What follows belongs to an exercise in optimizing a design on an open flow for small area and a short achievable clock period; a production flow would make more cautious choices.
RTL that was checked went through simulation tests only; none was proved equivalent to the original.

==> 04-03: inputs <==
==> flow/design.v (excerpt) <==
module SRGL(
    input wire clk,
    input wire reset,
    input wire mov,
    input wire signed [31:0] mpu_valor,
    input wire [7:0] letra_base,
    input wire mpu_valid,
    output reg ready,
    output reg [7:0] letra_final
);
Settings: LEC_CHECK=0, ABC_AREA=1, CAP_MARGIN=20, CORE_MARGIN=2, CORE_UTILIZATION=65, CTS_BUF_LIST=sky130_fd_sc_hd__clkbuf_4, SLEW_MARGIN=20, SYNTH_HIERARCHICAL=1, SYNTH_MINIMUM_KEEP_SIZE=0; clock period 90.0 ns.
run.sh (not shown) runs the stock make flow with config.mk's settings and CLKGATE_MAP_FILE= SYNTH_SCRIPT=/design/flow/synth_recipe.tcl, a recipe that flattens the netlist after the stock synthesis.
==> 09-07: changes against 04-03 <==
--- a/flow/design.v
+++ b/flow/design.v
@@ -110,15 +110,15 @@
 wire [5:0] rem = adj ? {1'b0, r30} - 6'd30 : {1'b0, r30};   
 wire [5:0] nrem = ~rem;
 wire [15:0] zz;                                   
 wire [13:0] nzz = ~zz[13:0];
 wire [6:0] mxh = ~zz[15:9] + {6'd0, (zz[8:0] == 9'd0)};   
 wire [7:0] dmax = {hmax[6], hmax} - {mxh[6], mxh};
 wire [7:0] dmin = {mxh[6], mxh} - {hmin[6], hmin};
-wire span_ok = (dmax[7] | ~|dmax[6:4]) & (dmin[7] | ~|dmin[6:4]);    
+wire span_ok = ($signed(dmax) <= 8'sd15) & ($signed(dmin) <= 8'sd15);
 wire [1:0] msel = {letra_base[3], letra_base[3] ? letra_base[2] : letra_base[1]};    
 wire [15:0] mf;
 genvar g;
 generate for (g = 0; g < 16; g = g + 1) begin : mfg
     assign mf[g] = (msel == 2'd0) ? g[0] : (msel == 2'd1) ? g[1] : (msel == 2'd2) ? g[2] : g[3];
 end endgenerate
 reg [14:0] qsel;
- CORE_UTILIZATION: 65 -> 40
- CTS_BUF_LIST: sky130_fd_sc_hd__clkbuf_4 -> unset
==> 02-27: changes against 04-03 <==
- CTS_BUF_LIST: sky130_fd_sc_hd__clkbuf_4 -> unset
==> notes.md <==
* Status: timing/DRC/antenna clean
* Area of the multi-input gates at 28,900 um2
* Largest stage delay on the critical path at 0.67 ns
* Initial DRC count at 1,941
# the run above: 04-03

==> notes.md <==
* Area of the multi-input gates at 28,900 um2
* Largest stage delay on the critical path at 0.67 ns
* Status: timing/DRC/antenna clean
# the run above: 09-07

==> notes.md <==
* Initial DRC count at 1,858
* Status: timing/DRC/antenna clean
* Area of the multi-input gates at 28,900 um2
# the run above: 02-27

No functional check of the RTL was part of 09-07.

---

==> delta <==
SRGL, a different RTL version from the one above (not shown whole).
Settings: LEC_CHECK=0, ABC_AREA=0, CAP_MARGIN=20, CORE_MARGIN=2, CORE_UTILIZATION=65, CTS_CLUSTER_DIAMETER=80, CTS_CLUSTER_SIZE=30, SLEW_MARGIN=20, SYNTH_HIERARCHICAL=1, SYNTH_MINIMUM_KEEP_SIZE=0; clock period 90.0 ns.
==> inputs of lagoon, as changes to delta <==
- CORE_UTILIZATION: 65 -> 80
==> inputs of yarrow, as changes to delta <==
- ABC_AREA: 0 -> 1
==> notes.md <==
met2 WL -> 51900 µm
syn_nets -> 4217
number of non-clock buffers in the layout -> 85
vias in the first global route -> 28700
Placer Congestion -> 0.915
Die Area -> 0.0570 mm²
GR Util met2 -> 64.8%
fraction of area in registers -> 29.8%
status -> complete, no violations
die width -> 239 µm
GRT Total Usage -> 42.0%
Met3 Wirelength -> 10700 µm
core area -> 0.0548 mm²
Clk Latency, worst-skew pair -> 0.61 ns
grt met1 use -> 56.5%
the above is filed under lagoon

==> notes.md <==
GRT Total Usage -> 33.1%
met2 WL -> 52300 µm
vias in the first global route -> 27600
Clk Latency, worst-skew pair -> 0.60 ns
Placer Congestion -> 0.912
grt met1 use -> 44.9%
GR Util met2 -> 54.2%
status -> complete, no violations
syn_nets -> 4314
fraction of area in registers -> 29.6%
Met3 Wirelength -> 6790 µm
the above is filed under yarrow

==> notes.md <==
grt met1 use -> 46.8%
met2 WL -> 51600 µm
Met3 Wirelength -> 7180 µm
die width -> 265 µm
syn_nets -> 4217
fraction of area in registers -> 29.6%
vias in the first global route -> 26700
status -> complete, no violations
Placer Congestion -> 0.907
core area -> 0.0672 mm²
number of non-clock buffers in the layout -> 93
Clk Latency, worst-skew pair -> 0.61 ns
the above is filed under delta


---

==> inputs of run a <==
Another version of the RTL of SRGL (not shown whole).
// SRGL
module SRGL(
    input wire clk,
    input wire reset,
    input wire mov,
    input wire signed [31:0] mpu_valor,
    input wire [7:0] letra_base,
    input wire mpu_valid,
    output reg ready,
    output reg [7:0] letra_final
);
==> module srgl_dec, before the edit <==
module srgl_dec(input wire [3:1] b, output wire [15:0] mf);
assign mf[0] = 1'b0;
assign mf[1] = ~b[3] & ~b[1];
assign mf[2] = b[1];
assign mf[3] = ~b[3];
assign mf[4] = ~b[2];
assign mf[5] = ~b[1] & ~(b[3] & b[2]);
assign mf[6] = ~b[2] | b[1];
assign mf[7] = ~b[3] | ~b[2];
assign mf[8] = b[3] & b[2];
assign mf[9] = b[2] & ~b[1];
assign mf[10] = b[1] | (b[3] & b[2]);
assign mf[11] = b[2];
assign mf[12] = b[3];
assign mf[13] = ~b[1];
assign mf[14] = b[3] | b[1];
assign mf[15] = 1'b1;
endmodule
clock: 90.0 ns
lec_check: 0
abc_area: 1
cap_margin: 20
core_margin: 2
core_utilization: 75
cts_cluster_diameter: 80
cts_cluster_size: 30
place_density: 0.8
slew_margin: 20
synth_hierarchical: 1
synth_minimum_keep_size: 0
==> inputs of run b, as changes to run a <==
--- a/flow/design.v
+++ b/flow/design.v
@@ -6740,18 +6740,18 @@
 module srgl_dec(input wire [3:1] b, output wire [15:0] mf);
-assign mf[0] = 1'b0;
-assign mf[1] = ~b[3] & ~b[1];
-assign mf[2] = b[1];
-assign mf[3] = ~b[3];
-assign mf[4] = ~b[2];
-assign mf[5] = ~b[1] & ~(b[3] & b[2]);
-assign mf[6] = ~b[2] | b[1];
-assign mf[7] = ~b[3] | ~b[2];
-assign mf[8] = b[3] & b[2];
-assign mf[9] = b[2] & ~b[1];
-assign mf[10] = b[1] | (b[3] & b[2]);
-assign mf[11] = b[2];
-assign mf[12] = b[3];
-assign mf[13] = ~b[1];
-assign mf[14] = b[3] | b[1];
-assign mf[15] = 1'b1;
+assign mf[0] = b[3] ? 1'b0 : 1'b0;
+assign mf[1] = b[3] ? 1'b0 : ~b[1];
+assign mf[2] = b[3] ? 1'b0 : b[1];
+assign mf[3] = b[3] ? 1'b0 : 1'b1;
+assign mf[4] = b[3] ? ~b[2] : 1'b0;
+assign mf[5] = b[3] ? ~b[2] : ~b[1];
+assign mf[6] = b[3] ? ~b[2] : b[1];
+assign mf[7] = b[3] ? ~b[2] : 1'b1;
+assign mf[8] = b[3] ? b[2] : 1'b0;
+assign mf[9] = b[3] ? b[2] : ~b[1];
+assign mf[10] = b[3] ? b[2] : b[1];
+assign mf[11] = b[3] ? b[2] : 1'b1;
+assign mf[12] = b[3] ? 1'b1 : 1'b0;
+assign mf[13] = b[3] ? 1'b1 : ~b[1];
+assign mf[14] = b[3] ? 1'b1 : b[1];
+assign mf[15] = b[3] ? 1'b1 : 1'b1;
 endmodule
Settings changed: CORE_UTILIZATION 75 to 65, PLACE_DENSITY 0.8 to 0.75.
==> qor summary <==
	run a	run b
Vias per cell	6.154	5.790
Relative area change from synthesis to final layout	6.495%	6.723%
Worst-margin pin slew	1078 ps	968.4 ps
Non-clock buffer share	1.247%	1.284%
Highest cell delay on the worst timing path	680 ps	670 ps
Cell area after layout	0.05018 mm^2	0.05027 mm^2
Avg Cell Area, Syn	11.96 um^2	11.95 um^2
Max_slew headroom	28.15%	35.44%
Critical Path Stages	46	45
Result of the run	finished clean	finished clean
Final cycle utilization of the critical path	33.06%	32.76%
Met2 Resource Use GR	60.01%	48.54%
Initial core utilization	76.07%	65.78%
Syn_nets	5,062	5,063
Clk pin slew, worst setup/hold paths	80 ps	90 ps
Final RePlAce weighted congestion	0.9515	0.9170
Via count of the first global-routing pass	32,640	29,910
Crit path time final	29,760 ps	29,480 ps
Overall routing resource usage	38.32%	31.50%
Met3 capacity usage during global routing	6.705%	4.816%
Router iterations before antenna repair	6	5
Fraction of layout instances using a drive strength above 1	8.401%	8.387%
Count of non-filler cells in the finished layout	4,884	5,004

---

==> inputs of run Z <==
SRGL, a different RTL version from the one above (not shown whole).
==> flow/config.mk <==
export PLATFORM = sky130hd
export DESIGN_NAME = SRGL
export DESIGN_NICKNAME = SRGL
export VERILOG_FILES = /design/flow/design.v
export SDC_FILE = /design/flow/constraint.sdc
export NUM_CORES = 4
export LEC_CHECK = 0
export ABC_AREA = 0
export CAP_MARGIN = 20
export CORE_MARGIN = 2
export CORE_UTILIZATION = 65
export CTS_CLUSTER_DIAMETER = 80
export CTS_CLUSTER_SIZE = 30
export SLEW_MARGIN = 20
export SYNTH_HIERARCHICAL = 1
export SYNTH_MINIMUM_KEEP_SIZE = 0
==> flow/constraint.sdc <==
create_clock -name core_clock -period 90.0 [get_ports {clk}]
set_input_delay 18.0000 -clock core_clock [delete_from_list [all_inputs] [get_ports {clk}]]
set_output_delay 18.0000 -clock core_clock [all_outputs]
set_load 0.01 [all_outputs]
==> run C: changes against run Z <==
--- a/flow/design.v
+++ b/flow/design.v
@@ -113,30 +113,15 @@
 wire [13:0] mx = -zz[13:0];
 wire [6:0] mxh = ~zz[15:9] + {6'd0, (zz[8:0] == 9'd0)};   
 wire [7:0] dmax = {hmax[6], hmax} - {mxh[6], mxh};
 wire [7:0] dmin = {mxh[6], mxh} - {hmin[6], hmin};
 wire span_ok = (dmax[7] | ~|dmax[6:4]) & (dmin[7] | ~|dmin[6:4]);    
 wire [1:0] msel = {letra_base[3], letra_base[3] ? letra_base[2] : letra_base[1]};    
 wire [15:0] mf;
-assign mf[0] = letra_base[3] ? 1'b0 : 1'b0;
-assign mf[1] = letra_base[3] ? 1'b0 : ~letra_base[1];
-assign mf[2] = letra_base[3] ? 1'b0 : letra_base[1];
-assign mf[3] = letra_base[3] ? 1'b0 : 1'b1;
-assign mf[4] = letra_base[3] ? ~letra_base[2] : 1'b0;
-assign mf[5] = letra_base[3] ? ~letra_base[2] : ~letra_base[1];
-assign mf[6] = letra_base[3] ? ~letra_base[2] : letra_base[1];
-assign mf[7] = letra_base[3] ? ~letra_base[2] : 1'b1;
-assign mf[8] = letra_base[3] ? letra_base[2] : 1'b0;
-assign mf[9] = letra_base[3] ? letra_base[2] : ~letra_base[1];
-assign mf[10] = letra_base[3] ? letra_base[2] : letra_base[1];
-assign mf[11] = letra_base[3] ? letra_base[2] : 1'b1;
-assign mf[12] = letra_base[3] ? 1'b1 : 1'b0;
-assign mf[13] = letra_base[3] ? 1'b1 : ~letra_base[1];
-assign mf[14] = letra_base[3] ? 1'b1 : letra_base[1];
-assign mf[15] = letra_base[3] ? 1'b1 : 1'b1;
+srgl_dec u_dec (.b(letra_base[3:1]), .mf(mf));
 reg [14:0] qsel;
 always @(*) begin
     case (msel)
         2'd0: qsel = 15'd4525;
         2'd1: qsel = 15'd13522;
         2'd2: qsel = 15'd4505;
         default: qsel = 15'd13493;
@@ -6710,14 +6695,32 @@
 module srgl_fa(input wire a, input wire b, input wire c, output wire s, output wire co);
 assign s = a ^ b ^ c;
 assign co = (a & b) | (a & c) | (b & c);
 endmodule
 module srgl_nor(input wire a, input wire b, output wire y);
 assign y = ~(a | b);
 endmodule
+module srgl_dec(input wire [3:1] b, output wire [15:0] mf);
+assign mf[0] = b[3] ? 1'b0 : 1'b0;
+assign mf[1] = b[3] ? 1'b0 : ~b[1];
+assign mf[2] = b[3] ? 1'b0 : b[1];
+assign mf[3] = b[3] ? 1'b0 : 1'b1;
+assign mf[4] = b[3] ? ~b[2] : 1'b0;
+assign mf[5] = b[3] ? ~b[2] : ~b[1];
+assign mf[6] = b[3] ? ~b[2] : b[1];
+assign mf[7] = b[3] ? ~b[2] : 1'b1;
+assign mf[8] = b[3] ? b[2] : 1'b0;
+assign mf[9] = b[3] ? b[2] : ~b[1];
+assign mf[10] = b[3] ? b[2] : b[1];
+assign mf[11] = b[3] ? b[2] : 1'b1;
+assign mf[12] = b[3] ? 1'b1 : 1'b0;
+assign mf[13] = b[3] ? 1'b1 : ~b[1];
+assign mf[14] = b[3] ? 1'b1 : b[1];
+assign mf[15] = b[3] ? 1'b1 : 1'b1;
+endmodule
 module srgl_inv(input wire a, output wire y);
 assign y = ~a;
 endmodule
 module srgl_nand(input wire a, input wire b, output wire y);
 assign y = ~(a & b);
 endmodule
 module srgl_nor2(input wire a, input wire b, output wire y);
==> flow/config.mk (replaced) <==
export PLATFORM = sky130hd
export DESIGN_NAME = SRGL
export DESIGN_NICKNAME = SRGL
export VERILOG_FILES = /design/flow/design.v
export SDC_FILE = /design/flow/constraint.sdc
export NUM_CORES = 4
export LEC_CHECK = 0
export ABC_AREA = 1
export CAP_MARGIN = 20
export CORE_MARGIN = 2
export CORE_UTILIZATION = 65
export CTS_CLUSTER_DIAMETER = 80
export CTS_CLUSTER_SIZE = 30
export PLACE_DENSITY = 0.88
export SLEW_MARGIN = 20
export SYNTH_HIERARCHICAL = 1
export SYNTH_MINIMUM_KEEP_SIZE = 0
==> run A: changes against run Z <==
--- a/flow/design.v
+++ b/flow/design.v
@@ -113,30 +113,15 @@
 wire [13:0] mx = -zz[13:0];
 wire [6:0] mxh = ~zz[15:9] + {6'd0, (zz[8:0] == 9'd0)};   
 wire [7:0] dmax = {hmax[6], hmax} - {mxh[6], mxh};
 wire [7:0] dmin = {mxh[6], mxh} - {hmin[6], hmin};
 wire span_ok = (dmax[7] | ~|dmax[6:4]) & (dmin[7] | ~|dmin[6:4]);    
 wire [1:0] msel = {letra_base[3], letra_base[3] ? letra_base[2] : letra_base[1]};    
 wire [15:0] mf;
-assign mf[0] = letra_base[3] ? 1'b0 : 1'b0;
-assign mf[1] = letra_base[3] ? 1'b0 : ~letra_base[1];
-assign mf[2] = letra_base[3] ? 1'b0 : letra_base[1];
-assign mf[3] = letra_base[3] ? 1'b0 : 1'b1;
-assign mf[4] = letra_base[3] ? ~letra_base[2] : 1'b0;
-assign mf[5] = letra_base[3] ? ~letra_base[2] : ~letra_base[1];
-assign mf[6] = letra_base[3] ? ~letra_base[2] : letra_base[1];
-assign mf[7] = letra_base[3] ? ~letra_base[2] : 1'b1;
-assign mf[8] = letra_base[3] ? letra_base[2] : 1'b0;
-assign mf[9] = letra_base[3] ? letra_base[2] : ~letra_base[1];
-assign mf[10] = letra_base[3] ? letra_base[2] : letra_base[1];
-assign mf[11] = letra_base[3] ? letra_base[2] : 1'b1;
-assign mf[12] = letra_base[3] ? 1'b1 : 1'b0;
-assign mf[13] = letra_base[3] ? 1'b1 : ~letra_base[1];
-assign mf[14] = letra_base[3] ? 1'b1 : letra_base[1];
-assign mf[15] = letra_base[3] ? 1'b1 : 1'b1;
+srgl_dec u_dec (.b(letra_base[3:1]), .mf(mf));
 reg [14:0] qsel;
 always @(*) begin
     case (msel)
         2'd0: qsel = 15'd4525;
         2'd1: qsel = 15'd13522;
         2'd2: qsel = 15'd4505;
         default: qsel = 15'd13493;
@@ -6680,16 +6665,17 @@
 srgl_fa u_fs3721 (.a(fc3654), .b(fs3693), .c(fc3692), .s(fs3721), .co(fc3722));
 srgl_fa u_fs3723 (.a(fc3658), .b(fs3695), .c(fc3694), .s(fs3723), .co(fc3724));
 srgl_fa u_fs3725 (.a(fc3662), .b(fs3697), .c(fc3696), .s(fs3725), .co(fc3726));
 srgl_fa u_fs3727 (.a(fc3666), .b(fs3699), .c(fc3698), .s(fs3727), .co(fc3728));
 srgl_fa u_fs3729 (.a(fc3670), .b(fs3701), .c(fc3700), .s(fs3729), .co(fc3730));
 wire [13:0] row_a = {fs3729, fs3727, fs3725, fs3723, fs3721, fs3719, fs3717, fs3715, fs3713, fs3711, fs3709, fs3707, fs3705, hs3675};
 wire [13:0] row_b = {fc3728, fc3726, fc3724, fc3722, fc3720, fc3718, fc3716, fc3714, fc3712, fc3710, fc3708, fc3706, hc3704, hs3703};
-wire [14:0] row_sum = {1'b0, row_a} + {1'b0, row_b};
-wire big = fc3428 | fc3430 | fc3432 | fc3532 | fc3534 | fc3536 | fc3538 | fc3616 | fc3618 | fc3620 | fc3672 | fc3674 | fc3702 | fc3730 | sat156 | sat261 | sat361 | sat460 | sat565 | sat664 | sat761 | sat866 | sat971 | sat1076 | sat1179 | sat1284 | sat1384 | sat1471 | sat1565 | sat1659 | sat1753 | sat1843 | sat1945 | sat2043 | sat2145 | sat2237 | sat2327 | sat2416 | sat2510 | sat2602 | sat2694 | sat2786 | sat2875 | sat2969 | row_sum[14];
+wire row_co;
+srgl_cout u_cout (.a(row_a), .b(row_b), .co(row_co));
+wire big = fc3428 | fc3430 | fc3432 | fc3532 | fc3534 | fc3536 | fc3538 | fc3616 | fc3618 | fc3620 | fc3672 | fc3674 | fc3702 | fc3730 | sat156 | sat261 | sat361 | sat460 | sat565 | sat664 | sat761 | sat866 | sat971 | sat1076 | sat1179 | sat1284 | sat1384 | sat1471 | sat1565 | sat1659 | sat1753 | sat1843 | sat1945 | sat2043 | sat2145 | sat2237 | sat2327 | sat2416 | sat2510 | sat2602 | sat2694 | sat2786 | sat2875 | sat2969 | row_co;
 wire match = ~big & span_ok;
 wire is_model = (letra_base == "D") | (letra_base == "H") | (letra_base == "F") | (letra_base == "L");
 reg [7:0] target;
 always @(*) begin
     case (msel)
         2'd0: target = "Z";
         2'd1: target = "T";
@@ -6710,14 +6696,48 @@
 module srgl_fa(input wire a, input wire b, input wire c, output wire s, output wire co);
 assign s = a ^ b ^ c;
 assign co = (a & b) | (a & c) | (b & c);
 endmodule
 module srgl_nor(input wire a, input wire b, output wire y);
 assign y = ~(a | b);
 endmodule
+module srgl_dec(input wire [3:1] b, output wire [15:0] mf);
+assign mf[0] = b[3] ? 1'b0 : 1'b0;
+assign mf[1] = b[3] ? 1'b0 : ~b[1];
+assign mf[2] = b[3] ? 1'b0 : b[1];
+assign mf[3] = b[3] ? 1'b0 : 1'b1;
+assign mf[4] = b[3] ? ~b[2] : 1'b0;
+assign mf[5] = b[3] ? ~b[2] : ~b[1];
+assign mf[6] = b[3] ? ~b[2] : b[1];
+assign mf[7] = b[3] ? ~b[2] : 1'b1;
+assign mf[8] = b[3] ? b[2] : 1'b0;
+assign mf[9] = b[3] ? b[2] : ~b[1];
+assign mf[10] = b[3] ? b[2] : b[1];
+assign mf[11] = b[3] ? b[2] : 1'b1;
+assign mf[12] = b[3] ? 1'b1 : 1'b0;
+assign mf[13] = b[3] ? 1'b1 : ~b[1];
+assign mf[14] = b[3] ? 1'b1 : b[1];
+assign mf[15] = b[3] ? 1'b1 : 1'b1;
+endmodule
+module srgl_cout(input wire [13:0] a, input wire [13:0] b, output wire co);
+wire [13:0] g0 = a & b, p0 = a | b;
+wire [13:0] g1, p1, g2, p2, g3, p3, g4;
+genvar i;
+generate for (i = 0; i < 14; i = i + 1) begin : pf
+    if (i >= 1) begin assign g1[i] = g0[i] | (p0[i] & g0[i-1]); assign p1[i] = p0[i] & p0[i-1]; end
+    else begin assign g1[i] = g0[i]; assign p1[i] = p0[i]; end
+    if (i >= 2) begin assign g2[i] = g1[i] | (p1[i] & g1[i-2]); assign p2[i] = p1[i] & p1[i-2]; end
+    else begin assign g2[i] = g1[i]; assign p2[i] = p1[i]; end
+    if (i >= 4) begin assign g3[i] = g2[i] | (p2[i] & g2[i-4]); assign p3[i] = p2[i] & p2[i-4]; end
+    else begin assign g3[i] = g2[i]; assign p3[i] = p2[i]; end
+    if (i >= 8) begin assign g4[i] = g3[i] | (p3[i] & g3[i-8]); end
+    else begin assign g4[i] = g3[i]; end
+end endgenerate
+assign co = g4[13];
+endmodule
 module srgl_inv(input wire a, output wire y);
 assign y = ~a;
 endmodule
 module srgl_nand(input wire a, input wire b, output wire y);
 assign y = ~(a & b);
 endmodule
 module srgl_nor2(input wire a, input wire b, output wire y);
==> flow/config.mk (replaced) <==
export PLATFORM = sky130hd
export DESIGN_NAME = SRGL
export DESIGN_NICKNAME = SRGL
export VERILOG_FILES = /design/flow/design.v
export SDC_FILE = /design/flow/constraint.sdc
export NUM_CORES = 4
export LEC_CHECK = 0
export ABC_AREA = 1
export CAP_MARGIN = 20
export CORE_MARGIN = 2
export CORE_UTILIZATION = 65
export CTS_CLUSTER_DIAMETER = 80
export CTS_CLUSTER_SIZE = 30
export SLEW_MARGIN = 20
export SYNTH_HIERARCHICAL = 1
export SYNTH_MINIMUM_KEEP_SIZE = 0
==> run_results.csv <==
group,metric,value,unit
outcome,status,"finished clean",
critical_path,crit_buf_inv,6,
final_layout,multi_input_gates,3195,
placed_design,place_ws,59.02,ns
final_layout,fin_nets,5165,
critical_path,rr_endpoint,"letra_final[3]",
final_layout,fillers,5169,
hold_path,worstHoldStart,"sr17[0]",
the above is filed under run A

==> run_results.csv <==
group,metric,value,unit
outcome,status,"finished clean",
final_layout,multi_input_gates,3147,
critical_path,reg2regPathDepth,69,
placed_design,place_ws,58.98,ns
final_layout,antenna_cells,0,
critical_path,crit_buf_inv,7,
hold_path,worstHoldStart,"buffer_full",
final_layout,fillers,5130,
critical_path,rr_endpoint,"letra_final[2]",
final_layout,fin_nets,5039,
the above is filed under run Z

==> run_results.csv <==
group,metric,value,unit
outcome,status,"finished clean",
clock_tree,cts_max_level,1,
final_layout,regMostFlops,"acc",
placed_design,place_ws,59.97,ns
final_layout,fillers,4504,
critical_path,critPathLaunch,"letra_base[2]",
final_layout,multi_input_gates,3161,
final_layout,fin_nets,5130,
hold_path,worstHoldStart,"sr0[0]",
the above is filed under run C

Function not checked in run Z and run A: the RTL went through the layout flow alone.

## separate check: timing with driven ports
In the flow no input, the clock included, has a driving cell. The finished layouts below were timed again as built, in two steps. Step 1 sets driving cells, clkbuf_16 on the clock port and buf_2 on the other inputs (assumed; they add their load-dependent delay and slew). Step 2, shift: input delay + t, output delay - t, t = (earliest + latest rising clock arrival at the registers) / 2. This alone moves slack from input paths to output paths. Slacks: no drivers / after step 1 / after step 2; pairs: no drivers / after step 1.
| run | t (ns) | setup slack, ns | cell pins on the clock port's net |
|---|---|---|---|
| 04-03 | 1.044 | 57.384 / 57.430 / 56.385 | 1 |
| 09-07 | 0.705 | 56.734 / 56.776 / 56.071 | 1 |
| 02-27 | 0.684 | 56.949 / 56.995 / 56.311 | 1 |
| delta | 0.659 | 57.461 / 57.505 / 56.846 | 1 |
| lagoon | 0.655 | 57.376 / 57.411 / 56.756 | 1 |
| yarrow | 0.642 | 57.415 / 57.457 / 56.815 | 1 |
| run a of note 3 | 0.656 | 60.244 / 60.274 / 59.618 | 1 |
| run b of note 3 | 0.652 | 60.518 / 60.563 / 59.911 | 1 |
| run Z of note 4 | 0.664 | 59.528 / 59.549 / 58.884 | 1 |
| run C of note 4 | 0.702 | 60.312 / 60.353 / 59.652 | 1 |
| run A of note 4 | 0.661 | 59.474 / 59.517 / 58.855 | 1 |
After both steps setup and hold are still met in every run listed. For 04-03, which loses most, drivers alone change the setup slack by +0.046 ns; drivers and shift together by -0.999 ns.
